What follows belongs to an exercise in optimizing a design on an open flow for small area; a production flow would make more cautious choices.
In this exercise RTL edits were held to simulation tests only and were not proved equivalent to the original.
No driver is modelled on the clock port, so clocking that relies on it looks cheaper here than on a real chip.
Power and IR drop assume default switching activity.

alpha:
==> flow/design.v (excerpt) <==
module rtlfa32_4(s, cout, a, b, cin, clk);
	input [31:0] a, b;
	input cin, clk;
	output cout;
	output [31:0] s;
	wire [31:0] bs;           
	wire [32:1] k;            
	wire [7:0] bc;            
	assign bs[0] = a[0] ^ b[0] ^ cin;
	assign k[1] = ~((~a[0] & ~b[0]) | (~cin & ~a[0]) | (~b[0] & ~cin));
	assign bs[1] = a[1] ^ b[1] ^ k[1];
	assign k[2] = ~((~a[1] & ~b[1]) | (~k[1] & ~a[1]) | (~b[1] & ~k[1]));
	assign bs[2] = a[2] ^ b[2] ^ k[2];
	assign k[3] = ~((~a[2] & ~b[2]) | (~k[2] & ~a[2]) | (~b[2] & ~k[2]));
	assign bs[3] = a[3] ^ b[3] ^ k[3];
	assign k[4] = ~((~a[3] & ~b[3]) | (~k[3] & ~a[3]) | (~b[3] & ~k[3]));
	assign bc[0] = k[4];
	assign bs[4] = a[4] ^ b[4];
	assign k[5] = a[4] & b[4];
	assign bs[5] = a[5] ^ b[5] ^ k[5];
	assign k[6] = ~((~a[5] & ~b[5]) | (~k[5] & ~a[5]) | (~b[5] & ~k[5]));
	assign bs[6] = a[6] ^ b[6] ^ k[6];
	assign k[7] = ~((~a[6] & ~b[6]) | (~k[6] & ~a[6]) | (~b[6] & ~k[6]));
	assign bs[7] = a[7] ^ b[7] ^ k[7];
	assign k[8] = ~((~a[7] & ~b[7]) | (~k[7] & ~a[7]) | (~b[7] & ~k[7]));
	assign bc[1] = k[8];
	assign bs[8] = a[8] ^ b[8];
	assign k[9] = a[8] & b[8];
	assign bs[9] = a[9] ^ b[9] ^ k[9];
	assign k[10] = ~((~a[9] & ~b[9]) | (~k[9] & ~a[9]) | (~b[9] & ~k[9]));
	assign bs[10] = a[10] ^ b[10] ^ k[10];
	assign k[11] = ~((~a[10] & ~b[10]) | (~k[10] & ~a[10]) | (~b[10] & ~k[10]));
	assign bs[11] = a[11] ^ b[11] ^ k[11];
	assign k[12] = ~((~a[11] & ~b[11]) | (~k[11] & ~a[11]) | (~b[11] & ~k[11]));
	assign bc[2] = k[12];
	assign bs[12] = a[12] ^ b[12];
	assign k[13] = a[12] & b[12];
	assign bs[13] = a[13] ^ b[13] ^ k[13];
	assign k[14] = ~((~a[13] & ~b[13]) | (~k[13] & ~a[13]) | (~b[13] & ~k[13]));
	assign bs[14] = a[14] ^ b[14] ^ k[14];
	assign k[15] = ~((~a[14] & ~b[14]) | (~k[14] & ~a[14]) | (~b[14] & ~k[14]));
  ...
export LEC_CHECK = 0
export ABC_AREA = 1
export CAP_MARGIN = 20
export CORE_MARGIN = 2
export CORE_UTILIZATION = 40
export SLEW_MARGIN = 20
create_clock -name core_clock -period 2.0 [get_ports {clk}]
standard.sh (not shown) runs the stock make flow with config.mk's settings and CLKGATE_MAP_FILE= SYNTH_SCRIPT=/design/flow/synth_recipe.tcl, a recipe that flattens the netlist after the stock synthesis.
==> flow/flow/run.sh <==
#!/bin/bash
# Standard ORFS layout, except:
# - the port buffers are the smallest buffer (sky130_fd_sc_hd__buf_1);
# - clock tree synthesis clusters more flip-flops per leaf buffer and adds
#   no dummy loads;
# - the floorplan step does not size gates for timing (with ideal clocks);
#   timing is repaired after clock tree synthesis.
set -euo pipefail
bash standard.sh finish \
  REMOVE_ABC_BUFFERS=1 \
  "BUFFER_PORTS_ARGS=-buffer_cell sky130_fd_sc_hd__buf_1" \
  "CTS_ARGS=-sink_clustering_enable -repair_clock_nets -buf_list sky130_fd_sc_hd__clkbuf_8 -sink_clustering_size 20 -sink_clustering_max_diameter 60 -dont_use_dummy_load" \
  > standard.log 2>&1
Per the final summary, alpha finished and its layout is clean on timing, DRC and antenna.
diff inputs: alpha => beta
--- a/flow/flow/run.sh
+++ b/flow/flow/run.sh
@@ -5,3 +5 @@
-#   no dummy loads;
-# - the floorplan step does not size gates for timing (with ideal clocks);
-#   timing is repaired after clock tree synthesis.
+#   no dummy loads.
@@ -10 +7,0 @@
-  REMOVE_ABC_BUFFERS=1 \
Findings:
- Post-route worst hold slack, beta and alpha: higher on alpha
- beta ended with less final worst-path cycle share than alpha.
- Looking at launch point of the critical path, the pc[0] result is from beta; the ps[4] one comes from alpha.
- beta vs alpha: fraction of area in registers down in beta
- Across beta and alpha, the outcome is the same: a clean finish for every run.


Another version of the RTL of rtlfa32_4 (not shown whole).
Size in the first run: ~360 cells after synthesis, ~270 flip-flops, about 99 I/O pins, about 6500 um^2 of cells after synthesis.
// rtlfa32_4
module rtlfa32_4(s, cout, a, b, cin, clk);
	input [31:0] a, b;
	input cin, clk;
	output cout;
	output [31:0] s;
	wire [31:0] bs;           
	wire [32:1] k;            
	wire [6:0] bc;            
	assign bs[0] = a[0] ^ b[0] ^ cin;
	assign k[1] = ~((~a[0] & ~b[0]) | (~cin & ~a[0]) | (~b[0] & ~cin));
	assign bs[1] = a[1] ^ b[1] ^ k[1];
	assign k[2] = ~((~a[1] & ~b[1]) | (~k[1] & ~a[1]) | (~b[1] & ~k[1]));
	assign bs[2] = a[2] ^ b[2] ^ k[2];
	assign k[3] = ~((~a[2] & ~b[2]) | (~k[2] & ~a[2]) | (~b[2] & ~k[2]));
	assign bs[3] = a[3] ^ b[3] ^ k[3];
	assign k[4] = ~((~a[3] & ~b[3]) | (~k[3] & ~a[3]) | (~b[3] & ~k[3]));
	assign bc[0] = k[4];
	assign bs[4] = a[4] ^ b[4];
	assign k[5] = a[4] & b[4];
	assign bs[5] = a[5] ^ b[5] ^ k[5];
	assign k[6] = ~((~a[5] & ~b[5]) | (~k[5] & ~a[5]) | (~b[5] & ~k[5]));
	assign bs[6] = a[6] ^ b[6] ^ k[6];
	assign k[7] = ~((~a[6] & ~b[6]) | (~k[6] & ~a[6]) | (~b[6] & ~k[6]));
	assign bs[7] = a[7] ^ b[7] ^ k[7];
	assign k[8] = ~((~a[7] & ~b[7]) | (~k[7] & ~a[7]) | (~b[7] & ~k[7]));
	assign bc[1] = k[8];
	assign bs[8] = a[8] ^ b[8];
	assign k[9] = a[8] & b[8];
  ...
export LEC_CHECK = 0
export ABC_AREA = 1
export CAP_MARGIN = 20
export CORE_MARGIN = 2
export CORE_UTILIZATION = 60
export SLEW_MARGIN = 20
create_clock -name core_clock -period 2.0 [get_ports {clk}]
==> flow/flow/run.sh <==
#!/bin/bash
# Standard ORFS layout, except:
# - the port buffers are the smallest buffer (sky130_fd_sc_hd__buf_1);
# - clock tree synthesis clusters more flip-flops per leaf buffer and adds
#   no dummy loads;
# - the floorplan step does not size gates for timing (with ideal clocks);
#   timing is repaired after clock tree synthesis.
set -euo pipefail
bash standard.sh finish \
  REMOVE_ABC_BUFFERS=1 \
  "BUFFER_PORTS_ARGS=-buffer_cell sky130_fd_sc_hd__buf_1" \
  "CTS_ARGS=-sink_clustering_enable -repair_clock_nets -buf_list sky130_fd_sc_hd__clkbuf_8 -sink_clustering_size 24 -sink_clustering_max_diameter 40 -dont_use_dummy_load" \
  > standard.log 2>&1
The starting point completed with no timing, DRC or antenna violations.
==> next run, changes <==
--- a/flow/flow/run.sh
+++ b/flow/flow/run.sh
@@ -12 +12 @@
-  "CTS_ARGS=-sink_clustering_enable -repair_clock_nets -buf_list sky130_fd_sc_hd__clkbuf_8 -sink_clustering_size 24 -sink_clustering_max_diameter 40 -dont_use_dummy_load" \
+  "CTS_ARGS=-sink_clustering_enable -repair_clock_nets -buf_list sky130_fd_sc_hd__clkbuf_8 -sink_clustering_size 22 -sink_clustering_max_diameter 50 -dont_use_dummy_load" \
--- a/flow/config.mk
+++ b/flow/config.mk
@@ -8 +8 @@
-export ABC_AREA = 1
+export ABC_AREA = 0
The changed run finished with setup timing left.
Total power came out lower by about 1.5%.
Routed wire length came out higher by 13%.
Design area rises by about 1.5%.
Count of clock-buffer cells in the layout is lower by 5.
Area after synthesis stays flat.
Die area barely changes.
==> next run, changes <==
--- a/flow/flow/run.sh
+++ b/flow/flow/run.sh
@@ -12 +12 @@
-  "CTS_ARGS=-sink_clustering_enable -repair_clock_nets -buf_list sky130_fd_sc_hd__clkbuf_8 -sink_clustering_size 22 -sink_clustering_max_diameter 50 -dont_use_dummy_load" \
+  "CTS_ARGS=-sink_clustering_enable -repair_clock_nets -buf_list sky130_fd_sc_hd__clkbuf_8 -sink_clustering_size 24 -sink_clustering_max_diameter 50 -dont_use_dummy_load" \
--- a/flow/config.mk
+++ b/flow/config.mk
@@ -8 +8 @@
-export ABC_AREA = 0
+export ABC_AREA = 1
@@ -11 +11,2 @@
-export CORE_UTILIZATION = 60
+export CORE_UTILIZATION = 40
+export PLACE_DENSITY = 0.8
With this change the flow completed without violations.
Worst hold slack improved by 0.012 ns.
Cell area shrinks by 1.5%.
Wire length rises by 1.3%.
Utilization is lower by 26 points.
Clock power goes up by 10%.
Global-route usage went down by 4.0 points.
Synthesized cell count went up by 2.5%.
Worst setup slack improves by 0.088 ns.
Cell count climbs by 13%.

==> afterwards: timing with drivers on the ports <==
Ports are ideal in the flow. The routed layouts listed here were re-timed in OpenROAD. Step 1 (the two cells are an assumption about what drives the block):
set clk [get_ports {clk}]
set_driving_cell -lib_cell sky130_fd_sc_hd__clkbuf_16 $clk
set_driving_cell -lib_cell sky130_fd_sc_hd__buf_2 [delete_from_list [all_inputs] $clk]
Step 2, shift: input delay + t, output delay - t, t = (earliest + latest rising clock arrival at the registers) / 2. This alone moves slack from input paths to output paths. Three values: no drivers, after step 1, after step 2; two values: the first two.
| run | t (ns) | setup WS [ns] | worst data-port slew with drivers (ns) |
|---|---|---|---|
| alpha | 0.497 | 0.082 / 0.082 / -0.285 | 0.04 |
| beta | 0.505 | 0.116 / 0.116 / -0.174 | 0.04 |
| the first run of note 2 | 0.514 | 0.082 / 0.089 / -0.422 | 0.03 |
| the second run of note 2 | 0.500 | -0.044 / -0.044 / -0.464 | 0.03 |
| the third run of note 2 | 0.512 | 0.044 / 0.052 / -0.460 | 0.05 |
With both steps, setup timing fails in alpha, beta, the first run of note 2 and the third run of note 2, where it was met with ideal ports.
